Background: an optimization exercise with open tools, aiming at small area. Do not read the settings as production practice.
In this exercise RTL edits were held to simulation tests only and were not proved equivalent to the original.
No activity file was given, so power comes from the tool's default toggle rates.

===== flow/run.sh =====
#!/bin/bash
# The standard layout (standard.sh), with three changes:
# - the half-adder cell is kept out (added to the platform's don't-use list),
#   so synthesis maps only full adders to cells and ABC maps the rest as
#   plain gates; the registers are the same as the standard synthesis's;
# - the clock tree uses clkbuf_8 and larger sink clusters, with no dummy loads;
# - the ports are buffered with the smallest buffer.
set -euo pipefail
export CTS_ARGS="-sink_clustering_enable -repair_clock_nets -dont_use_dummy_load -buf_list \"sky130_fd_sc_hd__clkbuf_4 sky130_fd_sc_hd__clkbuf_8\" -sink_clustering_size 20 -sink_clustering_max_diameter 80"
export BUFFER_PORTS_ARGS="-buffer_cell sky130_fd_sc_hd__buf_1"
DONT_USE="sky130_fd_sc_hd__probe_p_8 sky130_fd_sc_hd__probec_p_8 sky130_fd_sc_hd__lpflow_bleeder_1 sky130_fd_sc_hd__lpflow_clkbufkapwr_1 sky130_fd_sc_hd__lpflow_clkbufkapwr_16 sky130_fd_sc_hd__lpflow_clkbufkapwr_2 sky130_fd_sc_hd__lpflow_clkbufkapwr_4 sky130_fd_sc_hd__lpflow_clkbufkapwr_8 sky130_fd_sc_hd__lpflow_clkinvkapwr_1 sky130_fd_sc_hd__lpflow_clkinvkapwr_16 sky130_fd_sc_hd__lpflow_clkinvkapwr_2 sky130_fd_sc_hd__lpflow_clkinvkapwr_4 sky130_fd_sc_hd__lpflow_clkinvkapwr_8 sky130_fd_sc_hd__lpflow_decapkapwr_12 sky130_fd_sc_hd__lpflow_decapkapwr_3 sky130_fd_sc_hd__lpflow_decapkapwr_4 sky130_fd_sc_hd__lpflow_decapkapwr_6 sky130_fd_sc_hd__lpflow_decapkapwr_8 sky130_fd_sc_hd__lpflow_inputiso0n_1 sky130_fd_sc_hd__lpflow_inputiso0p_1 sky130_fd_sc_hd__lpflow_inputiso1n_1 sky130_fd_sc_hd__lpflow_inputiso1p_1 sky130_fd_sc_hd__lpflow_inputisolatch_1 sky130_fd_sc_hd__lpflow_isobufsrc_1 sky130_fd_sc_hd__lpflow_isobufsrc_16 sky130_fd_sc_hd__lpflow_isobufsrc_2 sky130_fd_sc_hd__lpflow_isobufsrc_4 sky130_fd_sc_hd__lpflow_isobufsrc_8 sky130_fd_sc_hd__lpflow_isobufsrckapwr_16 sky130_fd_sc_hd__lpflow_lsbuf_lh_hl_isowell_tap_1 sky130_fd_sc_hd__lpflow_lsbuf_lh_hl_isowell_tap_2 sky130_fd_sc_hd__lpflow_lsbuf_lh_hl_isowell_tap_4 sky130_fd_sc_hd__lpflow_lsbuf_lh_isowell_4 sky130_fd_sc_hd__lpflow_lsbuf_lh_isowell_tap_1 sky130_fd_sc_hd__lpflow_lsbuf_lh_isowell_tap_2 sky130_fd_sc_hd__lpflow_lsbuf_lh_isowell_tap_4  sky130_fd_sc_hd__ha_1"
bash standard.sh "DONT_USE_CELLS=$DONT_USE" finish > standard.log 2>&1

===== standard.sh =====
#!/bin/bash
# synth_recipe.tcl (not shown) runs the flow's synth.tcl, then flattens the netlist and writes it again
# the make line also repeats each setting of config.mk as NAME=value (left out here)
make -C /OpenROAD-flow-scripts/flow DESIGN_CONFIG=/design/flow/config.mk WORK_HOME=/design/flow/orfs CLKGATE_MAP_FILE= SYNTH_SCRIPT=/design/flow/synth_recipe.tcl "${@:-finish}"

===== config.mk =====
export PLATFORM = sky130hd
export DESIGN_NAME = distance_meter
export DESIGN_NICKNAME = distance_meter
export VERILOG_FILES = /design/flow/design.v
export SDC_FILE = /design/flow/constraint.sdc
export NUM_CORES = 4
export LEC_CHECK = 0
export CAP_MARGIN = 20
export CORE_MARGIN = 2
export CORE_UTILIZATION = 50
export SLEW_MARGIN = 20

===== constraint.sdc =====
create_clock -name core_clock -period 20.0 [get_ports {sys_clk}]
set_input_delay 4.0000 -clock core_clock [delete_from_list [all_inputs] [get_ports {sys_clk}]]
set_output_delay 4.0000 -clock core_clock [all_outputs]
set_load 0.01 [all_outputs]

===== design.v =====
module distance_meter
(
    input  wire       sys_clk,
    input  wire       sys_rst_n,
    input  wire       echo,
    output reg        trig,
    output wire [3:0] nixie_cs,
    output wire [7:0] nixie_seg,
    output reg        led_out,
    output reg        beep_out
);
function [15:0] inc(input [15:0] x);
    integer i;
    reg     cy;
    begin
        cy = 1'b1;
        for (i = 0; i < 16; i = i + 1) begin
            inc[i] = x[i] ^ cy;
            cy     = cy & x[i];
        end
    end
endfunction
reg e1, e2, ff1, ff2;
wire rise = e1 & ~e2;
wire fall = e2 & ~e1;
always @(posedge sys_clk or negedge sys_rst_n)
    if (!sys_rst_n) begin
        e1 <= 1'b0; e2 <= 1'b0; ff1 <= 1'b0; ff2 <= 1'b0;
    end else begin
        e1 <= echo; e2 <= e1; ff1 <= fall; ff2 <= ff1;
    end
reg  [3:0]  ph;
reg         act;              
reg         clr;              
wire ph0  = ~|ph[2:0];                    
wire ph12 = ph[3] & ~ph[2] & ~ph[0];      
localparam [8:0] J0 = 9'd46, J1 = 9'd93;
reg [12:0] dr;                
reg [8:0]  j;
reg [4:0]  s;
reg        pend, dcy;         
reg        dz;                
reg        eqa, is7130;       
wire s_lo = ~|s[4:1];                                    
wire jt   = s_lo ? ((j & 9'b010110111) == 9'b010010101)    
                 : ((j & 9'b101011011) == 9'b001001010);   
wire wrap = is7130 & ((j & 9'b100001011) == 9'b100001011);
wire hi   = e1 & e2;
always @(posedge sys_clk)
    if (rise) begin
        j <= J1; s <= 5'd0;
    end else if (hi) begin
        if (wrap) begin
            j <= J0; s <= 5'd0;
        end else if (jt) begin
            j <= J0;
            s <= s_lo ? s + 5'd15 : s - 5'd2;
        end else
            j <= {j[7:0], ~(j[8] ^ j[4])};
    end
wire cin  = ph0 ? pend : dcy;
wire dbit = (dr[0] & ~dz) ^ cin;         
wire k7130 = ~((ph == 4'd0) | (ph == 4'd3) | (ph == 4'd13) | (ph == 4'd2));
wire eqn  = (ph0 | eqa) & (dbit | ~k7130);
always @(posedge sys_clk) begin
    dr   <= {dbit & clr & ~act, dr[12:1]};
    dcy  <= cin & dr[0] & ~dz;
    pend <= (hi & jt & ~wrap) | (pend & ~ph0);
    dz   <= (hi & wrap) | (dz & ~(ph0 & pend));
    eqa  <= eqn;
    if (ph12) is7130 <= eqn;
end
reg [4:0] c;                  
reg       nw, conv;
always @(posedge sys_clk or negedge sys_rst_n)
    if (!sys_rst_n) c <= 5'd0;
    else            c <= (c == 5'd29) ? 5'd0 : inc(c);
reg  [12:0] r0, r1, r2, r3, r4, r5, r6;
reg  [9:0]  acc;              
reg  [2:0]  cy;               
wire [12:0] nxt = {cy, acc};  
function [1:0] fa(input a, input b, input ci);   
    fa = {(a & b) | (a & ci) | (b & ci), a ^ b ^ ci};
endfunction
wire [2:0] cyi = (act && !ph0) ? cy : 3'd0;
wire [1:0] f1 = fa(r0[0], r1[0], r2[0]);
wire [1:0] f2 = fa(r3[0], r4[0], r5[0]);
wire [1:0] f3 = fa(r6[0], dbit, cyi[0]);
wire [1:0] f4 = fa(f1[0], f2[0], f3[0]);
wire [1:0] f5 = fa(f1[1], f2[1], f3[1]);
wire [1:0] f6 = fa(f5[0], f4[1], cyi[1]);
wire [1:0] f7 = fa(f5[1], f6[1], cyi[2]);
wire [3:0] tot = {f7[1], f7[0], f6[0], f4[0]};
wire start = conv & ph12 & (c >= 5'd2) & (c <= 5'd14);
always @(posedge sys_clk or negedge sys_rst_n)
    if (!sys_rst_n) begin
        ph <= 4'd0; act <= 1'b0;
    end else begin
        ph  <= {ph[2], ph[1] & ~ph12, ph[0], ~(ph[3] ^ ph[2])};
        if (ph12) act <= start;
    end
always @(posedge sys_clk or negedge sys_rst_n)
    if (!sys_rst_n)       clr <= 1'b0;
    else if (c == 5'd29)  clr <= 1'b1;
always @(posedge sys_clk)
    if (act) begin
        r0 <= {dbit,  r0[12:1]};
        r1 <= {r0[0], r1[12:1]};
        r2 <= {r1[0], r2[12:1]};
        r3 <= {r2[0], r3[12:1]};
        r4 <= {r3[0], r4[12:1]};
        r5 <= {r4[0], r5[12:1]};
        r6 <= {r5[0], r6[12:1]};
    end else begin
        r0 <= {r0[0] & clr, r0[12:1]};
        r1 <= {r1[0] & clr, r1[12:1]};
        r2 <= {r2[0] & clr, r2[12:1]};
        r3 <= {r3[0] & clr, r3[12:1]};
        r4 <= {r4[0] & clr, r4[12:1]};
        r5 <= {r5[0] & clr, r5[12:1]};
        r6 <= {r6[0] & clr, r6[12:1]};
    end
always @(posedge sys_clk or negedge sys_rst_n)
    if (!sys_rst_n) begin
        acc <= 10'd0; cy <= 3'd0;
    end else if (act) begin
        acc <= {tot[0], acc[9:1]};
        cy  <= tot[3:1];
    end
reg gt200, gt50;
always @(posedge sys_clk or negedge sys_rst_n)
    if (!sys_rst_n) begin
        gt200 <= 1'b0; gt50 <= 1'b0;
    end else if (ff2) begin
        gt200 <= nxt > 13'd200;
        gt50  <= nxt > 13'd50;
    end
reg  [14:0] w;                
reg  [14:0] bcd;
function [3:0] add3(input [3:0] x);
    add3 = {x[3] | (x[2] & x[0]) | (x[2] & x[1]),
            (x[2] & ~x[1] & ~x[0]) | (x[3] & x[0]),
            (x[1] & ~x[2]) | (x[1] & x[0]) | (x[3] & ~x[0]),
            (~x[3] & ~x[2] & x[0]) | (x[2] & x[1] & ~x[0]) | (x[3] & ~x[0])};
endfunction
wire [14:0] wa = {w[14:12], add3(w[11:8]), add3(w[7:4]), add3(w[3:0])};
wire [3:0]  bi = ~c[3:0];     
wire        nb = nxt[bi];
always @(posedge sys_clk or negedge sys_rst_n)
    if (!sys_rst_n) begin
        nw <= 1'b0; conv <= 1'b0;
    end else begin
        if (ff2) nw <= 1'b1;
        else if (c == 5'd1) nw <= 1'b0;
        if (c == 5'd1) conv <= nw;
        else if (c == 5'd29) conv <= 1'b0;
    end
always @(posedge sys_clk)
    if (!conv) begin
        if (c == 5'd2)
            w <= 15'd0;
        else if (c >= 5'd3 && c <= 5'd15)
            w <= {wa[13:0], nb};
    end
always @(posedge sys_clk)
    if (c == 5'd29 && (conv || !clr)) bcd <= w;
reg [14:0] tb;
reg        tt;
reg [6:0]  tc;
wire bt  = (tb & 15'b110111111101111) == 15'b100010010100000;   
wire b0  = (tb & 15'b111101111111111) == 15'b000100101100000;   
wire b500 = (tb & 15'b000000110001111) == 15'b000000110001011;  
wire ct  = tc[6] & tc[5] & tc[1] & tc[0]; 
wire tick = bt & tt;                     
always @(posedge sys_clk or negedge sys_rst_n)
    if (!sys_rst_n) begin
        tb <= 15'b000100101100000; tt <= 1'b0; tc <= 7'd0; trig <= 1'b0;
    end else begin
        tb <= {tb[13:5], tb[4] | bt, tb[3:0], ~(tb[14] ^ tb[13])};
        if (bt) tt <= ~tt;
        if (tick) tc <= ct ? 7'd0 : inc(tc);
        trig <= (b0 & ~tt & ~|tc) | (trig & ~b500);
    end
always @(posedge sys_clk or negedge sys_rst_n)
    if (!sys_rst_n) begin
        led_out <= 1'b0; beep_out <= 1'b0;
    end else if (!gt200) begin
        led_out <= 1'b1;
        if (!gt50) beep_out <= tt;
    end else begin
        led_out <= 1'b0; beep_out <= 1'b0;
    end
reg       on;
reg [1:0] pos;
always @(posedge sys_clk or negedge sys_rst_n)
    if (!sys_rst_n) begin
        on <= 1'b0; pos <= 2'd0;
    end else if (tick) begin
        on <= 1'b1;
        if (on) pos <= pos + 2'd1;
    end
assign nixie_cs = {on & (pos == 2'd3), on & (pos == 2'd2),
                   on & (pos == 2'd1), on & (pos == 2'd0)};
reg [3:0] dg;
always @(*)
    case (pos)
        2'd0: dg = bcd[3:0];
        2'd1: dg = bcd[7:4];
        2'd2: dg = bcd[11:8];
        default: dg = {1'b0, bcd[14:12]};
    endcase
wire [3:0] D = on ? dg : 4'd0;
assign nixie_seg[0] = D[3] | D[1] | ~(D[2] ^ D[0]);
assign nixie_seg[1] = ~D[2] | ~(D[1] ^ D[0]);
assign nixie_seg[2] = D[2] | ~D[1] | D[0];
assign nixie_seg[3] = D[3] | (~D[2] & ~D[0]) | (D[1] & ~D[0]) | (~D[2] & D[1])
                    | (D[2] & ~D[1] & D[0]);
assign nixie_seg[4] = (~D[2] & ~D[0]) | (D[1] & ~D[0]);
assign nixie_seg[5] = D[3] | (~D[1] & ~D[0]) | (D[2] & ~D[1]) | (D[2] & ~D[0]);
assign nixie_seg[6] = D[3] | (D[2] ^ D[1]) | (D[1] & ~D[0]);
assign nixie_seg[7] = 1'b0;
endmodule

==> metrics.md, run 1 <==
| Metric | Value |
|---|---|
| Status | `finished clean` |
| First-pass GRT wire length | `18400 um` |
| FFs w/ async S/R, synth | `28.5%` |
| Hpwl dp | `7110 um` |
| Fillers | `1191` |
| Min Hold Slack | `0.327 ns` |
| # IOs | `18` |
| Crit Reg-Reg Startpoint | `ph[2]$_DFF_PN0_` |
| PwrDens | `85.4 nW/um^2` |
| GR peak layer | `met2` |
| Cell Area, Placed | `7380 sq um` |
| Rel. slew slack | `39.1%` |
| Die Height | `124 um` |
| Core box area | `13900 sq um` |
| Crit-path max FO | `10` |
| Post-cts gate resize count | `0` |
| Met3 Use GR | `2.77%` |
| Most frequent cells in the layout | `dfxtp_1 (122), dfrtp_1 (57), nand2_1 (31), edfxtp_1 (31), nor2_1 (30)` |
| Post-Syn Area per Cell | `13.1 sq um` |
| H-tree depth | `1` |
| TritonCTS Buffers | `14` |
| Worst Setup SP | `pos[0]$_DFFE_PN0P_` |
| CTS Sinks | `214` |
| Hold/Removal Path Class | `register to register` |
| Routing usage on met1 | `20.6%` |
| Required time at the worst-slack endpoint | `16.00 ns` |
| Post-Route WL | `10900 um` |
| Unrepaired setup endpoints after global routing | `false` |
| Final Cycle Share | `31.8%` |
| Grt met2 use | `24.9%` |
| CTS tree | `done` |
| Postcts setup bufs | `0` |
| Number of flops mapped to enable cells by yosys | `31` |
| Yosys top cell by area | `dfxtp_1` |
| Maximum VDD drop | `0.0000611 V` |
| Final hold violation count | `0` |
| Most used DFF post-synth | `dfxtp_1` |
| Worst Setup Start Kind | `register` |
| Number of vias per cell | `5.28` |
| CP Class | `register to output port` |
| Syn Nets | `555` |
| Pin count of the biggest net entering global routing | `62` |
| Top-area cell type share of the netlist area | `34.2%` |
| Clock latency on the worst-skew pair | `0.49 ns` |
| Port Buffers | `16` |
| Post-Synthesis Cells | `545` |
| Seq cells post-synth | `214` |
| # setup viols final | `0` |
| Total track usage | `15.1%` |
| Netlist cell types | `73` |
| Routed vias | `3909` |
| Fmax | `0.157 GHz` |
| GRT Residual Overflow | `0` |
| Sequential share of the synthesized area | `68.7%` |
| Fin nets | `572` |
| Max cap viols | `0` |
| Vias in the first global route | `3856` |
| Leakage power | `0.00306 uW` |
| Synthesized cell area | `7140 sq um` |
| Initial DRT Pass Iterations | `6` |
| Critical path capture point type | `output port` |
| Final Skew | `0.0263 ns` |
| Initial core utilization | `51.2%` |
| Die width | `124 um` |
| Worst Tran Pin Value | `0.913 ns` |
| Post-route minimum period | `6.37 ns` |
| Hold Buf Count CTS | `0` |
| Die area | `15300 sq um` |
| P&R area growth vs syn | `6.10%` |
| DRC Markers | `0` |
| Initial antenna violation count | `0` |
| Layout cells sized above 1 | `8.93%` |
| Hold_sp | `dr[10]$_DFF_P_` |
| Reg clk slew, reported paths | `0.12 ns` |
| Setup TNS Final | `0 ns` |
| Post-route cell area | `7580 sq um` |
| Synth Warn # | `1` |
| Row Count | `43` |
| Commonest non-fill, non-tap cell in the layout | `dfxtp_1` |
| CTS Root Cell | `clkbuf_8` |
| Worst Path Arrival | `2.37 ns` |
| CTS Buffer Depth | `3` |
| Area contributors post-synth | `dfxtp_1 (34%), dfrtp_1 (20%), edfxtp_1 (13%), fa_1 (2.0%), mux4_2 (1.9%)` |
| Antenna Cells | `0` |
| Routed WL per cell | `14.7 um` |
| Antenna Violating Nets Remaining | `0` |
| Final Wtd Congestion | `0.809` |
| Iter 0 DRT Violations | `189` |
| Slew Viols, Final | `0` |
==> layer usage <==
metal	up-vias	routed length, um	part of all wire [%]
met5	-	0	0
met4	0	187	1.7
met1	1904	5230	48
met2	46	5080	47
met3	14	359	3.3
li1	1945	-	-
==> where the power goes <==
part / leakage (uW) / switching [uW] / total (uW) / internal [uW]
Sequential: 0.00199 / 5.48 / 448 / 442
Clock: 0.000101 / 121 / 185 / 63.9
Combinational: 0.000960 / 8.18 / 14.5 / 6.34
==> synth_stat cells, drive strengths merged, types with 3 or more instances <==
cell type,instances
o31ai,4
edfxtp,31
nand3,11
nand2,31
dfxtp,122
nor2,30
nand4,5
o211ai,3
a31oi,3
or3,3
buf,7
nor4,9
nor3b,4
inv,29
o21ai,24
nor2b,8
nor4b,3
dfrtp,57
a21oi,20
xnor2,6
dfstp,4
fa,7
mux2,12
clkbuf,11
o22a,3
a22o,6
o41ai,6
o22ai,4
and3,5
and4b,3
mux4,6
nor3,8
and2,4
nand2b,10
xor2,5
or2,3
==> registers in the layout, indices dropped and copies added (netlist names), 4 cells and up <==
signal / cells
r0: 13
tb: 15
w: 15
r5: 13
r6: 13
bcd: 15
acc: 10
dr: 13
s: 5
tc: 7
r4: 13
c: 5
r2: 13
r1: 13
j: 9
r3: 13
ph: 4
==> path summary, 6_finish.rpt <==
path / to / slack, ns / cells after the start
max: nixie_seg[0] / 13.63 / 4
min: dr[9]$_DFF_P_ / 0.33 / 0
max reg2reg: cy[1]$_DFFE_PN0P_ / 16.45 / 9
min reg2reg: dr[9]$_DFF_P_ / 0.33 / 0
max in group asynchronous: acc[4]$_DFFE_PN0P_ / 15.80 / 2
min in group asynchronous: tc[4]$_DFFE_PN0P_ / 3.66 / 2
==> per-stage QoR <==
step / setup WS [ns] / power [uW] / util [%] / instances
global placement: 14.19 / 471 / 52.9 / 726
CTS: 13.58 / 655 / 54.3 / 740
global route: 13.45 / 674 / 54.4 / 740
floorplan: 14.37 / 466 / - / 545
finish: 13.63 / 647 / 54.4 / 740
detailed placement: 14.14 / 472 / 52.9 / 726
==> cells by family after synthesis <==
| kind of cell | Yosys count | share of synthesized area [%] |
|---|---|---|
| flops | 214 | 68.7 |
| simple gates | 150 | 12.4 |
| compound gates | 94 | 8.76 |
| buf+inv | 47 | 2.61 |
| mux | 20 | 4.07 |
| xor+xnor | 11 | 1.35 |
| fa+ha+maj | 8 | 2.10 |
| other cells | 1 | 0.0525 |
==> area by class of cell <==
class,count,area [sq um],share of cell area [%]
clock buffer,14,193,2.54
sequential,214,4900,64.7
multi-input combinational,284,2060,27.2
inverter,29,109,1.44
timing repair buffer,19,83.8,1.11
tap,180,225,2.97
==> critical path, stage by stage (launching register included) <==
cell	delay, ns
dfrtp_1	0.59
mux4_2	0.64
xnor2_1	0.18
or3b_1	0.34
buf_1	0.13
==> run 2, diff against run 1 <==
--- a/flow/run.sh
+++ b/flow/run.sh
@@ -7,5 +7,5 @@
 # - the ports are buffered with the smallest buffer.
 set -euo pipefail
-export CTS_ARGS="-sink_clustering_enable -repair_clock_nets -dont_use_dummy_load -buf_list \"sky130_fd_sc_hd__clkbuf_4 sky130_fd_sc_hd__clkbuf_8\" -sink_clustering_size 20 -sink_clustering_max_diameter 80"
+export CTS_ARGS="-sink_clustering_enable -repair_clock_nets -dont_use_dummy_load -buf_list sky130_fd_sc_hd__clkbuf_8 -sink_clustering_size 20 -sink_clustering_max_diameter 80"
 export BUFFER_PORTS_ARGS="-buffer_cell sky130_fd_sc_hd__buf_1"
 DONT_USE="sky130_fd_sc_hd__probe_p_8 sky130_fd_sc_hd__probec_p_8 sky130_fd_sc_hd__lpflow_bleeder_1 sky130_fd_sc_hd__lpflow_clkbufkapwr_1 sky130_fd_sc_hd__lpflow_clkbufkapwr_16 sky130_fd_sc_hd__lpflow_clkbufkapwr_2 sky130_fd_sc_hd__lpflow_clkbufkapwr_4 sky130_fd_sc_hd__lpflow_clkbufkapwr_8 sky130_fd_sc_hd__lpflow_clkinvkapwr_1 sky130_fd_sc_hd__lpflow_clkinvkapwr_16 sky130_fd_sc_hd__lpflow_clkinvkapwr_2 sky130_fd_sc_hd__lpflow_clkinvkapwr_4 sky130_fd_sc_hd__lpflow_clkinvkapwr_8 sky130_fd_sc_hd__lpflow_decapkapwr_12 sky130_fd_sc_hd__lpflow_decapkapwr_3 sky130_fd_sc_hd__lpflow_decapkapwr_4 sky130_fd_sc_hd__lpflow_decapkapwr_6 sky130_fd_sc_hd__lpflow_decapkapwr_8 sky130_fd_sc_hd__lpflow_inputiso0n_1 sky130_fd_sc_hd__lpflow_inputiso0p_1 sky130_fd_sc_hd__lpflow_inputiso1n_1 sky130_fd_sc_hd__lpflow_inputiso1p_1 sky130_fd_sc_hd__lpflow_inputisolatch_1 sky130_fd_sc_hd__lpflow_isobufsrc_1 sky130_fd_sc_hd__lpflow_isobufsrc_16 sky130_fd_sc_hd__lpflow_isobufsrc_2 sky130_fd_sc_hd__lpflow_isobufsrc_4 sky130_fd_sc_hd__lpflow_isobufsrc_8 sky130_fd_sc_hd__lpflow_isobufsrckapwr_16 sky130_fd_sc_hd__lpflow_lsbuf_lh_hl_isowell_tap_1 sky130_fd_sc_hd__lpflow_lsbuf_lh_hl_isowell_tap_2 sky130_fd_sc_hd__lpflow_lsbuf_lh_hl_isowell_tap_4 sky130_fd_sc_hd__lpflow_lsbuf_lh_isowell_4 sky130_fd_sc_hd__lpflow_lsbuf_lh_isowell_tap_1 sky130_fd_sc_hd__lpflow_lsbuf_lh_isowell_tap_2 sky130_fd_sc_hd__lpflow_lsbuf_lh_isowell_tap_4  sky130_fd_sc_hd__ha_1"
==> metrics.md, run 2 <==
| Metric | Value |
|---|---|
| Status | `finished clean` |
| Die Height | `124 um` |
| CTS Root Cell | `clkbuf_8` |
| Core Util, Final | `54.4%` |
| CTS Sinks | `214` |
| Port Buffers | `16` |
| Initial antenna violation count | `0` |
| Row Count | `43` |
| Number of flops mapped to enable cells by yosys | `31` |
| Iter 0 DRT Violations | `189` |
| Top-area cell type share of the netlist area | `34.2%` |
| Multi-input gate area | `2060 sq um` |
| Net Sw Frac | `20.8%` |
| Seq cells post-synth | `214` |
| Commonest non-fill, non-tap cell in the layout | `dfxtp_1` |
| Final Cycle Share | `31.8%` |
| Post-Route WL | `10900 um` |
| Pin count of the biggest net entering global routing | `62` |
| Hold/Removal Path Class | `register to register` |
| Postcts setup bufs | `0` |
| CP Class | `register to output port` |
| Most common cell in the netlist | `dfxtp_1` |
| Post-Syn Area per Cell | `13.1 sq um` |
| Maximum VDD drop | `0.0000611 V` |
| Critical Path Max Stage Delay | `0.64 ns` |
| Fillers | `1191` |
| Internal Power | `512 uW` |
| Crit path buffers/inverters | `1` |
| Syn Nets | `555` |
| Fin nets | `572` |
| Die width | `124 um` |
| Core box area | `13900 sq um` |
| Power share of the clock group | `28.5%` |
| Comb pwr share | `2.2%` |
| CP max stage cell | `mux4_2` |
| H-tree depth | `1` |
| Yosys top cell by area | `dfxtp_1` |
| Min Hold Slack | `0.327 ns` |
| Post-Synthesis Cells | `545` |
| Most used DFF post-synth | `dfxtp_1` |
| Sequential share of the synthesized area | `68.7%` |
| Synthesized cell area | `7140 sq um` |
| FFs w/ async S/R, synth | `28.5%` |
| Routed vias | `3909` |
| # setup viols final | `0` |
| # IOs | `18` |
| Antenna Violating Nets Remaining | `0` |
| Post-route cell area | `7580 sq um` |
| DRC Markers | `0` |
| TritonCTS Buffers | `14` |
| Unrepaired setup endpoints after global routing | `false` |
| Routed WL per cell | `14.7 um` |
| Netlist cell types | `73` |
| Final Wtd Congestion | `0.809` |
| Cell Area, Placed | `7380 sq um` |
| Post-cts gate resize count | `0` |
| Final hold violation count | `0` |
| Rel. slew slack | `39.1%` |
| Setup WS post-layout | `13.63 ns` |
| Pre-CTS WS | `14.14 ns` |
| Reg clk slew, reported paths | `0.12 ns` |
| Final Skew | `0.0263 ns` |
| GRT Residual Overflow | `0` |
| Fmax | `0.157 GHz` |
| Area contributors post-synth | `dfxtp_1 (34%), dfrtp_1 (20%), edfxtp_1 (13%), fa_1 (2.0%), mux4_2 (1.9%)` |
| Initial core utilization | `51.2%` |
| Leakage power | `0.00306 uW` |
| Worst Path Arrival | `2.37 ns` |
| Most frequent cells in the layout | `dfxtp_1 (122), dfrtp_1 (57), nand2_1 (31), edfxtp_1 (31), nor2_1 (30)` |
| Worst path cell trace | `mux4_2, xnor2_1, or3b_1, buf_1` |
| Top cells by count, synth | `dfxtp_1 (122), dfrtp_1 (57), edfxtp_1 (31), nand2_1 (31), nor2_1 (30)` |
| Max cap viols | `0` |
| Initial DRT Pass Iterations | `6` |
| Required time at the worst-slack endpoint | `16.00 ns` |
| Clock latency on the worst-skew pair | `0.49 ns` |
| Critical path capture point type | `output port` |
| Total track usage | `15.1%` |
| Worst path top cell family by delay | `multiplexers` |
| Reg power frac | `69.2%` |
| Slew Viols, Final | `0` |
| Reg area | `4900 sq um` |
| First-pass GRT wire length | `18400 um` |
| Hpwl dp | `7110 um` |
| Vias in the first global route | `3856` |
| Largest regs | `bcd: 15 flops, tb: 15 flops, w: 15 flops` |
| Worst Tran Pin Value | `0.913 ns` |
| CTS Buffer Depth | `3` |
| Number of vias per cell | `5.28` |
| P&R area growth vs syn | `6.10%` |
| Layout cells sized above 1 | `8.93%` |
| Worst Setup Start Kind | `register` |
| PwrDens | `85.4 nW/um^2` |
| Crit-path max FO | `10` |
| Net Switching | `134 uW` |
| Die area | `15300 sq um` |
| Setup TNS Final | `0 ns` |
| CTS tree | `done` |
| Synth Warn # | `1` |
| Hold Buf Count CTS | `0` |
| Post-route minimum period | `6.37 ns` |
| Antenna Cells | `0` |
[run 2: cell counts after synthesis]
Identical to the previous run, type by type.
[run 2: metrics by stage]
step / cells / power [uW]
2_1_floorplan: 545 / 466
3_3_place_gp: 726 / 471
3_5_place_dp: 726 / 472
4_1_cts: 740 / 655
5_1_grt: 740 / 674
6_report: 740 / 647
[run 2: per-layer routing]
| metal | global-route usage, % | share of wire, % | up-vias |
|---|---|---|---|
| li1 | - | - | 1945 |
| met1 | 20.6 | 48 | 1904 |
| met2 | 24.9 | 47 | 46 |
| met3 | 2.77 | 3.3 | 14 |
| met4 | 4.12 | 1.7 | 0 |
| met5 | 0 | 0 | - |
[run 2: layout make-up]
class	instances	share of cell area (%)
clock buffer	14	2.54
inverter	29	1.44
multi-input combinational	284	27.2
sequential	214	64.7
tap	180	2.97
timing repair buffer	19	1.11
[run 2: worst paths after layout]
kind	start	to	slack, ns	depth (start not counted)
min reg2reg	dr[10]$_DFF_P_	dr[9]$_DFF_P_	0.33	0
max	pos[0]$_DFFE_PN0P_	nixie_seg[0]	13.63	4
max in group asynchronous	sys_rst_n	acc[4]$_DFFE_PN0P_	15.80	2
max reg2reg	ph[2]$_DFF_PN0_	cy[1]$_DFFE_PN0P_	16.45	9
min in group asynchronous	sys_rst_n	tc[4]$_DFFE_PN0P_	3.66	2
min	dr[10]$_DFF_P_	dr[9]$_DFF_P_	0.33	0
[run 2: worst reg2reg max path: stages, from the launching register on]
cell     delay (ns)
dfrtp_1        0.47
or4b_1         0.60
a21o_1         0.24
nand2_1        0.14
fa_1           0.45
fa_1           0.41
fa_1           0.39
inv_1          0.08
fa_1           0.40
mux2_2         0.27
[run 2: power by group through the flow]
| stage | logic, uW | registers [uW] | clock network [uW] |
|---|---|---|---|
| floorplan | 10.5 | 455 | 0 |
| global placement | 14.5 | 457 | 0 |
| detailed placement | 14.8 | 457 | 0 |
| CTS | 14.8 | 448 | 193 |
| global route | 16.8 | 449 | 208 |
| finish | 14.5 | 448 | 185 |
[run 2: kinds of logic after synthesis]
logic type                 synth area share [%]
AOI/OAI and AO/OA                          8.76
xor gates and xnor gates                   1.35
adders and majority gates                  2.10
buffers and inverters                      2.61
DFF                                        68.7
muxes                                      4.07
other                                    0.0525
and+or+nand+nor                            12.4
==> run 3, diff against run 2 <==
--- a/design.v
+++ b/design.v
@@ -171,14 +171,15 @@
 wire b0  = (tb & 15'b111101111111111) == 15'b000100101100000;   
 wire b500 = (tb & 15'b000000110001111) == 15'b000000110001011;  
-wire ct  = tc[6] & tc[5] & tc[1] & tc[0]; 
+wire ct  = (tc & 7'b0111011) == 7'b0110010;    
+wire c0  = (tc & 7'b0111110) == 7'b0100100;    
 wire tick = bt & tt;                     
 always @(posedge sys_clk or negedge sys_rst_n)
     if (!sys_rst_n) begin
-        tb <= 15'b000100101100000; tt <= 1'b0; tc <= 7'd0; trig <= 1'b0;
+        tb <= 15'b000100101100000; tt <= 1'b0; tc <= 7'b1100101; trig <= 1'b0;
     end else begin
         tb <= {tb[13:5], tb[4] | bt, tb[3:0], ~(tb[14] ^ tb[13])};
         if (bt) tt <= ~tt;
-        if (tick) tc <= ct ? 7'd0 : inc(tc);
-        trig <= (b0 & ~tt & ~|tc) | (trig & ~b500);
+        if (tick) tc <= {tc[5:3], tc[2] & ~ct, tc[1:0], ~(tc[6] ^ tc[5])};
+        trig <= (b0 & ~tt & c0) | (trig & ~b500);
     end
 always @(posedge sys_clk or negedge sys_rst_n)
@@ -191,24 +192,12 @@
         led_out <= 1'b0; beep_out <= 1'b0;
     end
-reg       on;
-reg [1:0] pos;
-always @(posedge sys_clk or negedge sys_rst_n)
-    if (!sys_rst_n) begin
-        on <= 1'b0; pos <= 2'd0;
-    end else if (tick) begin
-        on <= 1'b1;
-        if (on) pos <= pos + 2'd1;
-    end
-assign nixie_cs = {on & (pos == 2'd3), on & (pos == 2'd2),
-                   on & (pos == 2'd1), on & (pos == 2'd0)};
-reg [3:0] dg;
-always @(*)
-    case (pos)
-        2'd0: dg = bcd[3:0];
-        2'd1: dg = bcd[7:4];
-        2'd2: dg = bcd[11:8];
-        default: dg = {1'b0, bcd[14:12]};
-    endcase
-wire [3:0] D = on ? dg : 4'd0;
+reg [3:0] cs;                 
+always @(posedge sys_clk or negedge sys_rst_n)
+    if (!sys_rst_n)  cs <= 4'b0000;
+    else if (tick)   cs <= {cs[2:0], cs[3] | ~|cs};
+assign nixie_cs = cs;
+wire on = |cs;
+wire [3:0] D = ({4{cs[0]}} & bcd[3:0]) | ({4{cs[1]}} & bcd[7:4])
+             | ({4{cs[2]}} & bcd[11:8]) | ({4{cs[3]}} & {1'b0, bcd[14:12]});
 assign nixie_seg[0] = D[3] | D[1] | ~(D[2] ^ D[0]);
 assign nixie_seg[1] = ~D[2] | ~(D[1] ^ D[0]);
--- a/flow/run.sh
+++ b/flow/run.sh
@@ -7,5 +7,5 @@
 # - the ports are buffered with the smallest buffer.
 set -euo pipefail
-export CTS_ARGS="-sink_clustering_enable -repair_clock_nets -dont_use_dummy_load -buf_list sky130_fd_sc_hd__clkbuf_8 -sink_clustering_size 20 -sink_clustering_max_diameter 80"
+export CTS_ARGS="-sink_clustering_enable -repair_clock_nets -dont_use_dummy_load -buf_list sky130_fd_sc_hd__clkbuf_8 -sink_clustering_size 20 -sink_clustering_max_diameter 80 -distance_between_buffers 1000 -branching_point_buffers_distance 1000"
 export BUFFER_PORTS_ARGS="-buffer_cell sky130_fd_sc_hd__buf_1"
 DONT_USE="sky130_fd_sc_hd__probe_p_8 sky130_fd_sc_hd__probec_p_8 sky130_fd_sc_hd__lpflow_bleeder_1 sky130_fd_sc_hd__lpflow_clkbufkapwr_1 sky130_fd_sc_hd__lpflow_clkbufkapwr_16 sky130_fd_sc_hd__lpflow_clkbufkapwr_2 sky130_fd_sc_hd__lpflow_clkbufkapwr_4 sky130_fd_sc_hd__lpflow_clkbufkapwr_8 sky130_fd_sc_hd__lpflow_clkinvkapwr_1 sky130_fd_sc_hd__lpflow_clkinvkapwr_16 sky130_fd_sc_hd__lpflow_clkinvkapwr_2 sky130_fd_sc_hd__lpflow_clkinvkapwr_4 sky130_fd_sc_hd__lpflow_clkinvkapwr_8 sky130_fd_sc_hd__lpflow_decapkapwr_12 sky130_fd_sc_hd__lpflow_decapkapwr_3 sky130_fd_sc_hd__lpflow_decapkapwr_4 sky130_fd_sc_hd__lpflow_decapkapwr_6 sky130_fd_sc_hd__lpflow_decapkapwr_8 sky130_fd_sc_hd__lpflow_inputiso0n_1 sky130_fd_sc_hd__lpflow_inputiso0p_1 sky130_fd_sc_hd__lpflow_inputiso1n_1 sky130_fd_sc_hd__lpflow_inputiso1p_1 sky130_fd_sc_hd__lpflow_inputisolatch_1 sky130_fd_sc_hd__lpflow_isobufsrc_1 sky130_fd_sc_hd__lpflow_isobufsrc_16 sky130_fd_sc_hd__lpflow_isobufsrc_2 sky130_fd_sc_hd__lpflow_isobufsrc_4 sky130_fd_sc_hd__lpflow_isobufsrc_8 sky130_fd_sc_hd__lpflow_isobufsrckapwr_16 sky130_fd_sc_hd__lpflow_lsbuf_lh_hl_isowell_tap_1 sky130_fd_sc_hd__lpflow_lsbuf_lh_hl_isowell_tap_2 sky130_fd_sc_hd__lpflow_lsbuf_lh_hl_isowell_tap_4 sky130_fd_sc_hd__lpflow_lsbuf_lh_isowell_4 sky130_fd_sc_hd__lpflow_lsbuf_lh_isowell_tap_1 sky130_fd_sc_hd__lpflow_lsbuf_lh_isowell_tap_2 sky130_fd_sc_hd__lpflow_lsbuf_lh_isowell_tap_4  sky130_fd_sc_hd__ha_1"
==> metrics.md, run 3 <==
| Metric | Value |
|---|---|
| Leakage power | `0.00294 uW` |
| Most used DFF post-synth | `dfxtp_1` |
| Top-area cell type share of the netlist area | `35.1%` |
| Reg clk slew, reported paths | `0.12 ns` |
| CTS Sinks | `215` |
| Most frequent cells in the layout | `dfxtp_1 (122), dfrtp_1 (54), edfxtp_1 (31)` |
| Number of flops mapped to enable cells by yosys | `31` |
| Final Wtd Congestion | `0.846` |
| Slew Viols, Final | `0` |
| Layout cells sized above 1 | `11.3%` |
| Syn Nets | `522` |
| Setup TNS Final | `0 ns` |
| H-tree depth | `1` |
| Die area | `14900 sq um` |
| Top Metal Used | `met4` |
| Rel. slew slack | `39.7%` |
| Synth Warn # | `1` |
| Total track usage | `14.6%` |
| Yosys top cell by area | `dfxtp_1` |
| Synthesized cell area | `6950 sq um` |
| Min Hold Slack | `0.328 ns` |
| Seq cells post-synth | `215` |
| Worst Setup Start Kind | `register` |
| Most common cell in the netlist | `dfxtp_1` |
| TritonCTS Buffers | `14` |
| Post-route minimum period | `6.01 ns` |
| Fin nets | `544` |
| Number of vias per cell | `5.21` |
| # setup viols final | `0` |
| Met3 routed WL | `253 um` |
| Core box area | `13700 sq um` |
| # IOs | `18` |
| CP Class | `register to output port` |
| P&R area growth vs syn | `6.37%` |
| CTS tree | `done` |
| Hpwl dp | `6660 um` |
| Unrepaired setup endpoints after global routing | `false` |
| Post-Syn Area per Cell | `13.6 sq um` |
| First-pass GRT wire length | `17800 um` |
| Routed wl met2 | `4840 um` |
| Status | `finished clean` |
| Iter 0 DRT Violations | `224` |
| Vias in the first global route | `3754` |
| Maximum VDD drop | `0.0000650 V` |
| Clock latency on the worst-skew pair | `0.48 ns` |
| Routed vias | `3708` |
| Required time at the worst-slack endpoint | `16.00 ns` |
| Metal-1 WL | `5020 um` |
| Die Height | `122 um` |
| Row Count | `43` |
| Max cap viols | `0` |
| Sequential share of the synthesized area | `71.0%` |
| Initial core utilization | `50.7%` |
| GRT Residual Overflow | `0` |
| Final hold violation count | `0` |
| Top cells by count, synth | `dfxtp_1 (122), dfrtp_1 (54), edfxtp_1 (31)` |
| PwrDens | `87.1 nW/um^2` |
| FFs w/ async S/R, synth | `28.8%` |
| Routed WL per cell | `14.4 um` |
| Pin count of the biggest net entering global routing | `63` |
| Area contributors post-synth | `dfxtp_1 (35%), dfrtp_1 (19%), edfxtp_1 (13%), dfstp_2 (3.0%), mux2_2 (2.3%)` |
| Largest regs | `bcd: 15 flops, tb: 15 flops, w: 15 flops` |
| Commonest non-fill, non-tap cell in the layout | `dfxtp_1` |
| Post-Route WL | `10300 um` |
| Postcts setup bufs | `0` |
| Die width | `122 um` |
| Netlist cell types | `67` |
| Initial antenna violation count | `0` |
| Antenna Cells | `0` |
| Hold/Removal Path Class | `register to register` |
| CTS Buffer Depth | `3` |
| Final Cycle Share | `30.0%` |
| Worst Tran Pin Value | `0.905 ns` |
| Post-Synthesis Cells | `512` |
| Fmax | `0.166 GHz` |
| Post-cts gate resize count | `0` |
| Worst Path Arrival | `2.01 ns` |
| Critical path capture point type | `output port` |
| Initial DRT Pass Iterations | `5` |
| Crit-path max FO | `8` |
| CTS Root Cell | `clkbuf_8` |
| Port Buffers | `16` |
| Antenna Violating Nets Remaining | `0` |
| DRC Markers | `0` |
| Final Skew | `0.0374 ns` |
| Hold Buf Count CTS | `0` |
[run 3: power breakdown]
group          internal, uW  total [uW]  leakage [uW]  switching (uW)
Clock                  63.8         181      0.000101             117
Sequential              444         449       0.00199            5.05
Combinational          6.07        14.0      0.000850            7.89
Total                   514         644       0.00294             130
[run 3: path summary, 6_finish.rpt]
check,depth (start not counted),slack (ns),from,endpoint
setup / recovery,6,13.99,cs[2]$_DFFE_PN0P_,nixie_seg[3]
hold / removal,0,0.33,dr[11]$_DFF_P_,dr[10]$_DFF_P_
setup reg to reg,10,16.21,ph[2]$_DFF_PN0_,cy[1]$_DFFE_PN0P_
hold reg to reg,0,0.33,dr[11]$_DFF_P_,dr[10]$_DFF_P_
max in group asynchronous,2,15.78,sys_rst_n,c[0]$_DFF_PN0_
min in group asynchronous,2,3.69,sys_rst_n,acc[5]$_DFFE_PN0P_
[run 3: per-layer routing]
metal  vias up  global-route usage [%]
met5         -                       0
met4         0                    3.81
met3        11                    2.39
met2        43                    24.2
met1      1821                    20.2
li1       1833                       -
[run 3: per-stage QoR]
| stage | area (sq um) | util, % | total power, uW | instances | setup WS [ns] |
|---|---|---|---|---|---|
| global placement | 7200 | 52.5 | 472 | 698 | 14.59 |
| global route | 7400 | 53.9 | 670 | 712 | 13.81 |
| floorplan | 6950 | - | 467 | 512 | 14.74 |
| detailed placement | 7200 | 52.5 | 473 | 698 | 14.50 |
| finish | 7400 | 53.9 | 644 | 712 | 13.99 |
| CTS | 7400 | 53.9 | 653 | 712 | 13.97 |
[run 3: layout make-up]
cell class	instances	area (sq um)
clock buffers	14	193
multi-input cells	260	1870
flip-flops and latches	215	4930
repair buffers	19	83.8
well taps	180	225
inverters	24	90.1
fillers	1182	6320
[run 3: cell families after synthesis]
group / synth area share, %
AOI/OAI and AO/OA: 8.91
DFF: 71.0
and+or+nand+nor: 9.81
xor gates and xnor gates: 1.13
buffers and inverters: 2.39
adders and majority gates: 2.02
other: 0.0539
muxes: 4.71
[run 3: worst max-delay path, stage by stage, from the launching register on]
cell and delay, ns:
dfrtp_1 0.48, a22oi_1 0.24, and2_0 0.29, xnor2_1 0.19, mux2i_1 0.12, nand2_1 0.08, buf_1 0.15
==> run 4, diff against run 3 <==
--- a/flow/run.sh
+++ b/flow/run.sh
@@ -7,5 +7,5 @@
 # - the ports are buffered with the smallest buffer.
 set -euo pipefail
-export CTS_ARGS="-sink_clustering_enable -repair_clock_nets -dont_use_dummy_load -buf_list sky130_fd_sc_hd__clkbuf_8 -sink_clustering_size 20 -sink_clustering_max_diameter 80 -distance_between_buffers 1000 -branching_point_buffers_distance 1000"
+export CTS_ARGS="-sink_clustering_enable -repair_clock_nets -dont_use_dummy_load -buf_list sky130_fd_sc_hd__clkbuf_8 -root_buf sky130_fd_sc_hd__clkbuf_16 -sink_clustering_size 20 -sink_clustering_max_diameter 80 -sink_clustering_levels 1"
 export BUFFER_PORTS_ARGS="-buffer_cell sky130_fd_sc_hd__buf_1"
 DONT_USE="sky130_fd_sc_hd__probe_p_8 sky130_fd_sc_hd__probec_p_8 sky130_fd_sc_hd__lpflow_bleeder_1 sky130_fd_sc_hd__lpflow_clkbufkapwr_1 sky130_fd_sc_hd__lpflow_clkbufkapwr_16 sky130_fd_sc_hd__lpflow_clkbufkapwr_2 sky130_fd_sc_hd__lpflow_clkbufkapwr_4 sky130_fd_sc_hd__lpflow_clkbufkapwr_8 sky130_fd_sc_hd__lpflow_clkinvkapwr_1 sky130_fd_sc_hd__lpflow_clkinvkapwr_16 sky130_fd_sc_hd__lpflow_clkinvkapwr_2 sky130_fd_sc_hd__lpflow_clkinvkapwr_4 sky130_fd_sc_hd__lpflow_clkinvkapwr_8 sky130_fd_sc_hd__lpflow_decapkapwr_12 sky130_fd_sc_hd__lpflow_decapkapwr_3 sky130_fd_sc_hd__lpflow_decapkapwr_4 sky130_fd_sc_hd__lpflow_decapkapwr_6 sky130_fd_sc_hd__lpflow_decapkapwr_8 sky130_fd_sc_hd__lpflow_inputiso0n_1 sky130_fd_sc_hd__lpflow_inputiso0p_1 sky130_fd_sc_hd__lpflow_inputiso1n_1 sky130_fd_sc_hd__lpflow_inputiso1p_1 sky130_fd_sc_hd__lpflow_inputisolatch_1 sky130_fd_sc_hd__lpflow_isobufsrc_1 sky130_fd_sc_hd__lpflow_isobufsrc_16 sky130_fd_sc_hd__lpflow_isobufsrc_2 sky130_fd_sc_hd__lpflow_isobufsrc_4 sky130_fd_sc_hd__lpflow_isobufsrc_8 sky130_fd_sc_hd__lpflow_isobufsrckapwr_16 sky130_fd_sc_hd__lpflow_lsbuf_lh_hl_isowell_tap_1 sky130_fd_sc_hd__lpflow_lsbuf_lh_hl_isowell_tap_2 sky130_fd_sc_hd__lpflow_lsbuf_lh_hl_isowell_tap_4 sky130_fd_sc_hd__lpflow_lsbuf_lh_isowell_4 sky130_fd_sc_hd__lpflow_lsbuf_lh_isowell_tap_1 sky130_fd_sc_hd__lpflow_lsbuf_lh_isowell_tap_2 sky130_fd_sc_hd__lpflow_lsbuf_lh_isowell_tap_4  sky130_fd_sc_hd__ha_1"
==> metrics.md, run 4 <==
| Metric | Value |
|---|---|
| Row Count | `43` |
| GRT Residual Overflow | `0` |
| Synth Warn # | `1` |
| Routed vias | `3719` |
| Iter 0 DRT Violations | `185` |
| Finished Layout Cells | `712` |
| Required time at the worst-slack endpoint | `16.00 ns` |
| Fin nets | `544` |
| Rel. slew slack | `39.0%` |
| Clock latency on the worst-skew pair | `0.46 ns` |
| Pin count of the biggest net entering global routing | `63` |
| Post-Route WL | `10400 um` |
| Maximum VDD drop | `0.0000651 V` |
| Largest regs | `bcd: 15 flops, tb: 15 flops, w: 15 flops` |
| Initial DRT Pass Iterations | `4` |
| DRC Markers | `0` |
| Placed cell count | `698` |
| Post-Syn Area per Cell | `13.6 sq um` |
| Die Height | `122 um` |
| Die width | `122 um` |
| Leakage power | `0.00296 uW` |
| CTS Sinks | `215` |
| R2R setup slack | `16.18 ns` |
| P&R area growth vs syn | `6.86%` |
| Most frequent cells in the layout | `dfxtp_1 (122), dfrtp_1 (54), edfxtp_1 (31)` |
| CP Class | `register to output port` |
| PwrDens | `88.6 nW/um^2` |
| Initial antenna violation count | `0` |
| Post-cts gate resize count | `0` |
| Routed WL per cell | `14.5 um` |
| Syn Nets | `522` |
| Post-route minimum period | `5.99 ns` |
| Core box area | `13700 sq um` |
| Total track usage | `14.6%` |
| Status | `finished clean` |
| Max cap viols | `0` |
| Postcts setup bufs | `0` |
| Die area | `14900 sq um` |
| Post-Synthesis Cells | `512` |
| Most used DFF post-synth | `dfxtp_1` |
| Worst Setup SP | `cs[2]$_DFFE_PN0P_` |
| Worst R2R End | `cy[1]$_DFFE_PN0P_` |
| Area contributors post-synth | `dfxtp_1 (35%), dfrtp_1 (19%), edfxtp_1 (13%), dfstp_2 (3.0%), mux2_2 (2.3%)` |
| Synthesized cell area | `6950 sq um` |
| Hold Buf Count CTS | `0` |
| Final hold violation count | `0` |
| CTS tree | `done` |
| Final Skew | `0.0347 ns` |
| Number of flops mapped to enable cells by yosys | `31` |
| Worst Path Arrival | `1.99 ns` |
| Initial core utilization | `50.7%` |
| Critical Path End | `nixie_seg[3]` |
| Fillers | `1175` |
| Seq cells post-synth | `215` |
| Top-area cell type share of the netlist area | `35.1%` |
| Worst R2R Path Depth | `10` |
| Top cells by count, synth | `dfxtp_1 (122), dfrtp_1 (54), edfxtp_1 (31)` |
| # IOs | `18` |
| Port Buffers | `16` |
| Fmax | `0.167 GHz` |
| Slew Viols, Final | `0` |
| CTS Buffer Depth | `3` |
| Worst Tran Pin Value | `0.915 ns` |
| Final Cycle Share | `29.9%` |
| H-tree depth | `1` |
| Antenna Cells | `0` |
| Antenna Violating Nets Remaining | `0` |
| Unrepaired setup endpoints after global routing | `false` |
| Yosys top cell by area | `dfxtp_1` |
| Critical path capture point type | `output port` |
| First-pass GRT wire length | `17900 um` |
| TritonCTS Buffers | `14` |
| CTS Root Cell | `clkbuf_16` |
| Number of vias per cell | `5.22` |
| Worst path cell trace | `a22oi_1, and2_0, xnor2_1, mux2i_1, nand2_1, buf_1` |
| Crit-path max FO | `8` |
| Netlist cell types | `67` |
| Hold/Removal Path Class | `register to register` |
| Hpwl dp | `6660 um` |
| Reg clk slew, reported paths | `0.12 ns` |
| CP max stage cell | `dfrtp_1` |
| Critical Path Max Stage Delay | `0.48 ns` |
| Sequential share of the synthesized area | `71.0%` |
| Vias in the first global route | `3734` |
| # setup viols final | `0` |
| Final Wtd Congestion | `0.846` |
| Layout cells sized above 1 | `11.3%` |
| Worst Setup Start Kind | `register` |
| FFs w/ async S/R, synth | `28.8%` |
| Commonest non-fill, non-tap cell in the layout | `dfxtp_1` |
| Setup TNS Final | `0 ns` |
| Crit Reg-Reg Startpoint | `ph[2]$_DFF_PN0_` |
| Most common cell in the netlist | `dfxtp_1` |
==> run 4: cell counts after synthesis <==
Identical to the previous run, type by type.
==> run 4: layer usage <==
layer  vias up  part of all wire (%)  track usage, %
met2        44                    46            24.0
met3        13                   2.5            2.20
met4         0                   1.8            3.66
li1       1837                     -               -
met5         -                     0               0
met1      1825                    49            20.7
==> run 4: stage by stage <==
step	cell area (sq um)	worst slack (ns)	hold WS (ns)	utilization, %	total power [uW]
6_report	7430	14.01	0.324	54.2	658
5_1_grt	7430	13.83	0.342	54.2	684
4_1_cts	7430	14.00	0.334	54.2	667
3_5_place_dp	7200	14.50	0.312	52.5	473
3_3_place_gp	7200	14.59	0.311	52.5	472
2_1_floorplan	6950	14.74	0.310	-	467
==> run 4: how the worst min path moves through the flow <==
stage                               from        endpoint  cells after the start  slack [ns]
after floorplan            dr[1]$_DFF_P_   dr[0]$_DFF_P_                      0        0.31
after global placement     r2[1]$_DFF_P_   r2[0]$_DFF_P_                      0        0.31
after detailed placement   r4[9]$_DFF_P_   r4[8]$_DFF_P_                      0        0.31
after CTS                 dr[11]$_DFF_P_  dr[10]$_DFF_P_                      0        0.33
after global routing       r4[3]$_DFF_P_   r4[2]$_DFF_P_                      0        0.34
final                     dr[11]$_DFF_P_  dr[10]$_DFF_P_                      0        0.32
==> run 4: kinds of logic (layout without fill, tap and decap cells) <==
kind of cell / after synthesis / after routing / synth area share (%)
flip-flops: 215 / 215 / 71.0
AND/OR/NAND/NOR: 126 / 126 / 9.81
AO/OA/AOI/OAI: 93 / 93 / 8.91
buffers and inverters: 37 / 57 / 2.39
multiplexers: 24 / 24 / 4.71
XOR/XNOR: 9 / 9 / 1.13
adder cells (fa/ha/maj): 7 / 7 / 2.02
other: 1 / 1 / 0.0539
==> run 4: final cells by class <==
cell class / count / area, sq um / share of cell area (%)
multi-input cells: 260 / 1870 / 25.2
inverters: 24 / 90.1 / 1.21
repair buffers: 19 / 83.8 / 1.13
well taps: 180 / 225 / 3.03
flip-flops and latches: 215 / 4930 / 66.4
clock buffers: 14 / 226 / 3.05
==> run 4: worst max-delay path, delay by kind of cell, from the launching register on <==
kind / cells / cell delay, ns
flip-flops: 1 / 0.48
multiplexers: 1 / 0.13
XOR/XNOR: 1 / 0.19
AND/OR/NAND/NOR: 2 / 0.37
AO/OA/AOI/OAI: 1 / 0.24
buffers and inverters: 1 / 0.15
==> run 4: power by group <==
part / internal, uW / switching (uW)
Clock: 77.1 / 118
Combinational: 6.07 / 7.93
Sequential: 444 / 5.06
==> run 5, diff against run 4 <==
--- a/flow/run.sh
+++ b/flow/run.sh
@@ -7,5 +7,5 @@
 # - the ports are buffered with the smallest buffer.
 set -euo pipefail
-export CTS_ARGS="-sink_clustering_enable -repair_clock_nets -dont_use_dummy_load -buf_list sky130_fd_sc_hd__clkbuf_8 -root_buf sky130_fd_sc_hd__clkbuf_16 -sink_clustering_size 20 -sink_clustering_max_diameter 80 -sink_clustering_levels 1"
+export CTS_ARGS="-sink_clustering_enable -repair_clock_nets -dont_use_dummy_load -buf_list sky130_fd_sc_hd__clkbuf_8 -sink_clustering_size 20 -sink_clustering_max_diameter 80"
 export BUFFER_PORTS_ARGS="-buffer_cell sky130_fd_sc_hd__buf_1"
 DONT_USE="sky130_fd_sc_hd__probe_p_8 sky130_fd_sc_hd__probec_p_8 sky130_fd_sc_hd__lpflow_bleeder_1 sky130_fd_sc_hd__lpflow_clkbufkapwr_1 sky130_fd_sc_hd__lpflow_clkbufkapwr_16 sky130_fd_sc_hd__lpflow_clkbufkapwr_2 sky130_fd_sc_hd__lpflow_clkbufkapwr_4 sky130_fd_sc_hd__lpflow_clkbufkapwr_8 sky130_fd_sc_hd__lpflow_clkinvkapwr_1 sky130_fd_sc_hd__lpflow_clkinvkapwr_16 sky130_fd_sc_hd__lpflow_clkinvkapwr_2 sky130_fd_sc_hd__lpflow_clkinvkapwr_4 sky130_fd_sc_hd__lpflow_clkinvkapwr_8 sky130_fd_sc_hd__lpflow_decapkapwr_12 sky130_fd_sc_hd__lpflow_decapkapwr_3 sky130_fd_sc_hd__lpflow_decapkapwr_4 sky130_fd_sc_hd__lpflow_decapkapwr_6 sky130_fd_sc_hd__lpflow_decapkapwr_8 sky130_fd_sc_hd__lpflow_inputiso0n_1 sky130_fd_sc_hd__lpflow_inputiso0p_1 sky130_fd_sc_hd__lpflow_inputiso1n_1 sky130_fd_sc_hd__lpflow_inputiso1p_1 sky130_fd_sc_hd__lpflow_inputisolatch_1 sky130_fd_sc_hd__lpflow_isobufsrc_1 sky130_fd_sc_hd__lpflow_isobufsrc_16 sky130_fd_sc_hd__lpflow_isobufsrc_2 sky130_fd_sc_hd__lpflow_isobufsrc_4 sky130_fd_sc_hd__lpflow_isobufsrc_8 sky130_fd_sc_hd__lpflow_isobufsrckapwr_16 sky130_fd_sc_hd__lpflow_lsbuf_lh_hl_isowell_tap_1 sky130_fd_sc_hd__lpflow_lsbuf_lh_hl_isowell_tap_2 sky130_fd_sc_hd__lpflow_lsbuf_lh_hl_isowell_tap_4 sky130_fd_sc_hd__lpflow_lsbuf_lh_isowell_4 sky130_fd_sc_hd__lpflow_lsbuf_lh_isowell_tap_1 sky130_fd_sc_hd__lpflow_lsbuf_lh_isowell_tap_2 sky130_fd_sc_hd__lpflow_lsbuf_lh_isowell_tap_4  sky130_fd_sc_hd__ha_1"
--- a/config.mk
+++ b/config.mk
@@ -9,3 +9,5 @@
 export CORE_MARGIN = 2
 export CORE_UTILIZATION = 50
+export GPL_ROUTABILITY_DRIVEN = 0
+export GPL_TIMING_DRIVEN = 0
 export SLEW_MARGIN = 20
==> metrics.md, run 5 <==
| Metric | Value |
|---|---|
| Die area | `14900 sq um` |
| GRT Residual Overflow | `0` |
| FFs w/ async S/R, synth | `28.8%` |
| Pin count of the biggest net entering global routing | `33` |
| Post-route minimum period | `6.01 ns` |
| Initial DRT Pass Iterations | `4` |
| Row Count | `43` |
| Antenna Violating Nets Remaining | `0` |
| Slew Viols, Final | `0` |
| Post-Syn Area per Cell | `13.6 sq um` |
| CTS Root Cell | `clkbuf_8` |
| Pre-CTS WS | `14.50 ns` |
| Vias in the first global route | `3666` |
| Number of vias per cell | `5.23` |
| Max cap viols | `0` |
| Post-cts gate resize count | `0` |
| Seq cells post-synth | `215` |
| Area contributors post-synth | `dfxtp_1 (35%), dfrtp_1 (19%), edfxtp_1 (13%), dfstp_2 (3.0%), mux2_2 (2.3%)` |
| Port Buffers | `16` |
| CTS Sinks | `215` |
| Final Cycle Share | `30.1%` |
| Worst Tran Pin Value | `0.941 ns` |
| Top cells by count, synth | `dfxtp_1 (122), dfrtp_1 (54), edfxtp_1 (31)` |
| CP Class | `register to output port` |
| Most common cell in the netlist | `dfxtp_1` |
| Worst path cell trace | `a22oi_1, and2_0, xnor2_1, mux2i_1, nand2_1, buf_1` |
| Yosys top cell by area | `dfxtp_1` |
| Initial core utilization | `50.7%` |
| Most used DFF post-synth | `dfxtp_1` |
| Netlist cell types | `67` |
| Postcts setup bufs | `0` |
| CTS Buffer Depth | `3` |
| Post-Route WL | `10300 um` |
| Top-area cell type share of the netlist area | `35.1%` |
| # setup viols final | `0` |
| Critical Path Max Stage Delay | `0.48 ns` |
| Tot Pwr | `646 uW` |
| Die width | `122 um` |
| P&R area growth vs syn | `7.81%` |
| Post-Synthesis Cells | `512` |
| Initial antenna violation count | `0` |
| Layout cells sized above 1 | `11.6%` |
| CTS tree | `done` |
| Final hold violation count | `0` |
| Worst Setup Start Kind | `register` |
| PwrDens | `86.2 nW/um^2` |
| CP max stage cell | `dfrtp_1` |
| Largest regs | `bcd: 15 flops, tb: 15 flops, w: 15 flops` |
| Setup WS post-layout | `13.99 ns` |
| Syn Nets | `522` |
| Number of flops mapped to enable cells by yosys | `31` |
| Hpwl dp | `6990 um` |
| Final Skew | `0.0222 ns` |
| Hold/Removal Path Class | `register to register` |
| Maximum VDD drop | `0.0000648 V` |
| Critical path capture point type | `output port` |
| Fmax | `0.166 GHz` |
| Commonest non-fill, non-tap cell in the layout | `dfxtp_1` |
| Crit-path max FO | `8` |
| Setup TNS Final | `0 ns` |
| Synthesized cell area | `6950 sq um` |
| Placed cell count | `711` |
| Unrepaired setup endpoints after global routing | `false` |
| First-pass GRT wire length | `17600 um` |
| Clock latency on the worst-skew pair | `0.49 ns` |
| Sequential share of the synthesized area | `71.0%` |
| TritonCTS Buffers | `14` |
| Finished Layout Cells | `725` |
| Fin nets | `557` |
| Core box area | `13700 sq um` |
| Required time at the worst-slack endpoint | `16.00 ns` |
| Rel. slew slack | `36.7%` |
| # IOs | `18` |
| Hold Buf Count CTS | `0` |
| Min Hold Slack | `0.331 ns` |
| DRC Markers | `0` |
| H-tree depth | `1` |
| Iter 0 DRT Violations | `207` |
| Total track usage | `14.6%` |
| Routed WL per cell | `14.2 um` |
| Worst Path Arrival | `2.01 ns` |
| Leakage power | `0.00298 uW` |
| Reg clk slew, reported paths | `0.11 ns` |
| Status | `finished clean` |
| Antenna Cells | `0` |
| Routed vias | `3791` |
| Synth Warn # | `1` |
| Die Height | `122 um` |
| Most frequent cells in the layout | `dfxtp_1 (122), dfrtp_1 (54), edfxtp_1 (31)` |
[run 5: through the flow]
stage               instance area (sq um)  utilization [%]
finish                               7500             54.6
global route                         7500             54.6
CTS                                  7500             54.6
detailed placement                   7300             53.2
global placement                     7240             52.8
floorplan                            6950                -
[run 5: area by class of cell]
class / count / area, sq um
buffer: 13 / 76.3
clock buffer: 14 / 193
fill: 1190 / 6220
inverter: 24 / 90.1
multi-input combinational: 260 / 1860
sequential: 215 / 4930
tap: 180 / 225
timing repair buffer: 19 / 116
[run 5: routing by layer]
metal | track usage (%) | part of all wire (%) | vias to the layer above
met5 | 0 | 0 | -
met4 | 4.02 | 2.2 | 0
met3 | 2.48 | 3.6 | 14
met2 | 22.4 | 44 | 57
met1 | 21.6 | 50 | 1860
li1 | - | - | 1860
[run 5: cell families (layout without fill, tap and decap cells)]
| kind of cell | Yosys count | in the layout | share of synthesized area [%] |
|---|---|---|---|
| flops | 215 | 215 | 71.0 |
| simple gates | 126 | 126 | 9.81 |
| compound gates | 93 | 93 | 8.91 |
| buf+inv | 37 | 70 | 2.39 |
| mux | 24 | 24 | 4.71 |
| xor+xnor | 9 | 9 | 1.13 |
| fa+ha+maj | 7 | 7 | 2.02 |
| other cells | 1 | 1 | 0.0539 |
[run 5: worst paths after layout]
kind                                    from                end  slack, ns  cells after the start
max                        cs[2]$_DFFE_PN0P_       nixie_seg[3]      13.99                      6
min                            r0[7]$_DFF_P_      r0[6]$_DFF_P_       0.33                      0
max reg2reg                  ph[2]$_DFF_PN0_  cy[1]$_DFFE_PN0P_      16.18                     10
min reg2reg                    r0[7]$_DFF_P_      r0[6]$_DFF_P_       0.33                      0
max in group asynchronous          sys_rst_n  cy[2]$_DFFE_PN0P_      15.98                      3
min in group asynchronous          sys_rst_n    tb[3]$_DFF_PN0_       3.37                      1
[run 5: worst max-delay path, delay by kind of cell (launching register included)]
| kind | cells | cell delay [ns] |
|---|---|---|
| flip-flops | 1 | 0.48 |
| AND/OR/NAND/NOR | 2 | 0.36 |
| AO/OA/AOI/OAI | 1 | 0.23 |
| XOR/XNOR | 1 | 0.18 |
| buffers and inverters | 1 | 0.15 |
| multiplexers | 1 | 0.11 |
[run 5: power breakdown]
group,internal [uW],switching [uW],total (uW)
Combinational,7.07,8.69,15.8
Clock,63.8,118,182
Sequential,444,4.66,449
Total,515,131,646
==> run 6, diff against run 5 <==
--- a/config.mk
+++ b/config.mk
@@ -6,8 +6,6 @@
 export NUM_CORES = 4
 export LEC_CHECK = 0
-export CAP_MARGIN = 20
+export CAP_MARGIN = 0
 export CORE_MARGIN = 2
 export CORE_UTILIZATION = 50
-export GPL_ROUTABILITY_DRIVEN = 0
-export GPL_TIMING_DRIVEN = 0
-export SLEW_MARGIN = 20
+export SLEW_MARGIN = 0
==> metrics.md, run 6 <==
| Metric | Value |
|---|---|
| Unrepaired setup endpoints after global routing | `false` |
| Hold_sp | `dr[11]$_DFF_P_` |
| Maximum VDD drop | `0.0000650 V` |
| Worst Setup Start Kind | `register` |
| Min Hold Slack | `0.332 ns` |
| Status | `finished clean` |
| First-pass GRT wire length | `17700 um` |
| CTS Root Cell | `clkbuf_8` |
| Hold Buf Count CTS | `0` |
| Hold Path Depth | `0` |
| Final hold violation count | `0` |
| Antenna Cells | `0` |
| Setup TNS Final | `0 ns` |
| Top Metal Used | `met4` |
| Endpoint, Worst Hold | `dr[10]$_DFF_P_` |
| Fin nets | `544` |
| Critical path capture point type | `output port` |
| Required time at the worst-slack endpoint | `16.00 ns` |
| GRT Residual Overflow | `0` |
| Number of flops mapped to enable cells by yosys | `31` |
| Netlist cell types | `67` |
| Final Wtd Congestion | `0.846` |
| Core box area | `13700 sq um` |
| Fmax | `0.166 GHz` |
| Crit-path max FO | `8` |
| Synthesized cell area | `6950 sq um` |
| Pin count of the biggest net entering global routing | `63` |
| P&R area growth vs syn | `6.28%` |
| Worst R2R End | `cy[1]$_DFFE_PN0P_` |
| Worst Tran Pin Value | `1.17 ns` |
| Metal-1 WL | `4970 um` |
| FFs w/ async S/R, synth | `28.8%` |
| Worst R2R Path Depth | `10` |
| Post-cts gate resize count | `0` |
| Most frequent cells in the layout | `dfxtp_1 (122), dfrtp_1 (54), edfxtp_1 (31)` |
| CTS Sinks | `215` |
| Tot Pwr | `644 uW` |
| Crit Reg-Reg Startpoint | `ph[2]$_DFF_PN0_` |
| Hold/Removal Path Class | `register to register` |
| Reg clk slew, reported paths | `0.11 ns` |
| PwrDens | `87.1 nW/um^2` |
| Rel. slew slack | `21.5%` |
| Yosys top cell by area | `dfxtp_1` |
| Die area | `14900 sq um` |
| Routed WL per cell | `14.4 um` |
| DRC Markers | `0` |
| Initial core utilization | `50.7%` |
| Leakage power | `0.00294 uW` |
| Initial DRT Pass Iterations | `4` |
| CTS Buffer Depth | `3` |
| Worst Path Arrival | `2.01 ns` |
| Area contributors post-synth | `dfxtp_1 (35%), dfrtp_1 (19%), edfxtp_1 (13%), dfstp_2 (3.0%), mux2_2 (2.3%)` |
| Sequential share of the synthesized area | `71.0%` |
| CTS tree | `done` |
| Final Cycle Share | `30.1%` |
| Vias in the first global route | `3744` |
| Top-area cell type share of the netlist area | `35.1%` |
| Number of vias per cell | `5.25` |
| TritonCTS Buffers | `14` |
| Seq cells post-synth | `215` |
| # setup viols final | `0` |
| Final Skew | `0.0313 ns` |
| Post-Synthesis Cells | `512` |
| Largest regs | `bcd: 15 flops, tb: 15 flops, w: 15 flops` |
| Most used DFF post-synth | `dfxtp_1` |
| Die Height | `122 um` |
| Top cells by count, synth | `dfxtp_1 (122), dfrtp_1 (54), edfxtp_1 (31)` |
| Port Buffers | `16` |
| H-tree depth | `1` |
| Clock latency on the worst-skew pair | `0.48 ns` |
| Max cap viols | `0` |
| Routed vias | `3735` |
| Post-Route WL | `10300 um` |
| Antenna Violating Nets Remaining | `0` |
| Fillers | `1187` |
| Post-route minimum period | `6.01 ns` |
| R2R setup slack | `16.22 ns` |
| Die width | `122 um` |
| Synth Warn # | `1` |
| Postcts setup bufs | `0` |
| CP Class | `register to output port` |
| Met3 routed WL | `306 um` |
| # IOs | `18` |
| Slew Viols, Final | `0` |
| Most common cell in the netlist | `dfxtp_1` |
| Iter 0 DRT Violations | `195` |
| Post-Syn Area per Cell | `13.6 sq um` |
| Routed wl met2 | `4800 um` |
| Layout cells sized above 1 | `11.3%` |
| Hpwl dp | `6650 um` |
| Total track usage | `14.5%` |
| Row Count | `43` |
| Initial antenna violation count | `0` |
| Syn Nets | `522` |
| Commonest non-fill, non-tap cell in the layout | `dfxtp_1` |
==> run 6: critical path, cell delays in order, from the launching register on <==
cell     delay [ns]
dfrtp_1        0.48
a22oi_1        0.24
and2_0         0.29
xnor2_1        0.19
mux2i_1        0.12
nand2_1        0.08
buf_1          0.15
==> run 6: area by class of cell <==
type / count / area [sq um] / area share (%)
timing repair buffer: 19 / 83.8 / 1.13
multi-input combinational: 260 / 1860 / 25.2
clock buffer: 14 / 193 / 2.61
sequential: 215 / 4930 / 66.8
inverter: 24 / 90.1 / 1.22
tap: 180 / 225 / 3.05
==> run 6: cells by family after synthesis <==
| group | share of synthesized area [%] |
|---|---|
| multiplexers | 4.71 |
| AO/OA/AOI/OAI | 8.91 |
| flip-flops | 71.0 |
| adder cells (fa/ha/maj) | 2.02 |
| other | 0.0539 |
| XOR/XNOR | 1.13 |
| buffers and inverters | 2.39 |
| AND/OR/NAND/NOR | 9.81 |
==> run 6: layer usage <==
layer | GRT usage [%] | vias up
met4 | 3.38 | 0
li1 | - | 1844
met1 | 20.2 | 1821
met3 | 2.57 | 13
met5 | 0 | -
met2 | 23.8 | 57
==> run 6: per-stage QoR <==
stage | std cells | area [sq um] | util (%) | setup WS [ns]
final | 712 | 7390 | 53.9 | 13.99
after global routing | 712 | 7390 | 53.9 | 13.79
after CTS | 712 | 7390 | 53.9 | 13.97
after detailed placement | 698 | 7200 | 52.5 | 14.50
after global placement | 698 | 7200 | 52.5 | 14.59
after floorplan | 512 | 6950 | - | 14.74
==> run 6: worst max path at each step <==
stage	from	to	slack, ns
detailed placement	cs[2]$_DFFE_PN0P_	nixie_seg[3]	14.50
finish	cs[2]$_DFFE_PN0P_	nixie_seg[3]	13.99
floorplan	cs[0]$_DFFE_PN0P_	nixie_seg[3]	14.74
CTS	cs[2]$_DFFE_PN0P_	nixie_seg[3]	13.97
global placement	cs[0]$_DFFE_PN0P_	nixie_seg[3]	14.59
global route	cs[0]$_DFFE_PN0P_	nixie_seg[3]	13.79
==> run 6: power breakdown <==
part           leakage, uW  internal (uW)  switching [uW]
Combinational     0.000846           6.07            8.00
Sequential         0.00199            444            5.07
Clock             0.000101           63.8             116

Check on run 6: ideal ports give 13.989 ns setup slack; a clkbuf_16 on the clock port and buf_2 on the inputs give 13.957 ns; moving port delays by the midpoint clock arrival (0.494 ns) as well gives 14.452 ns.
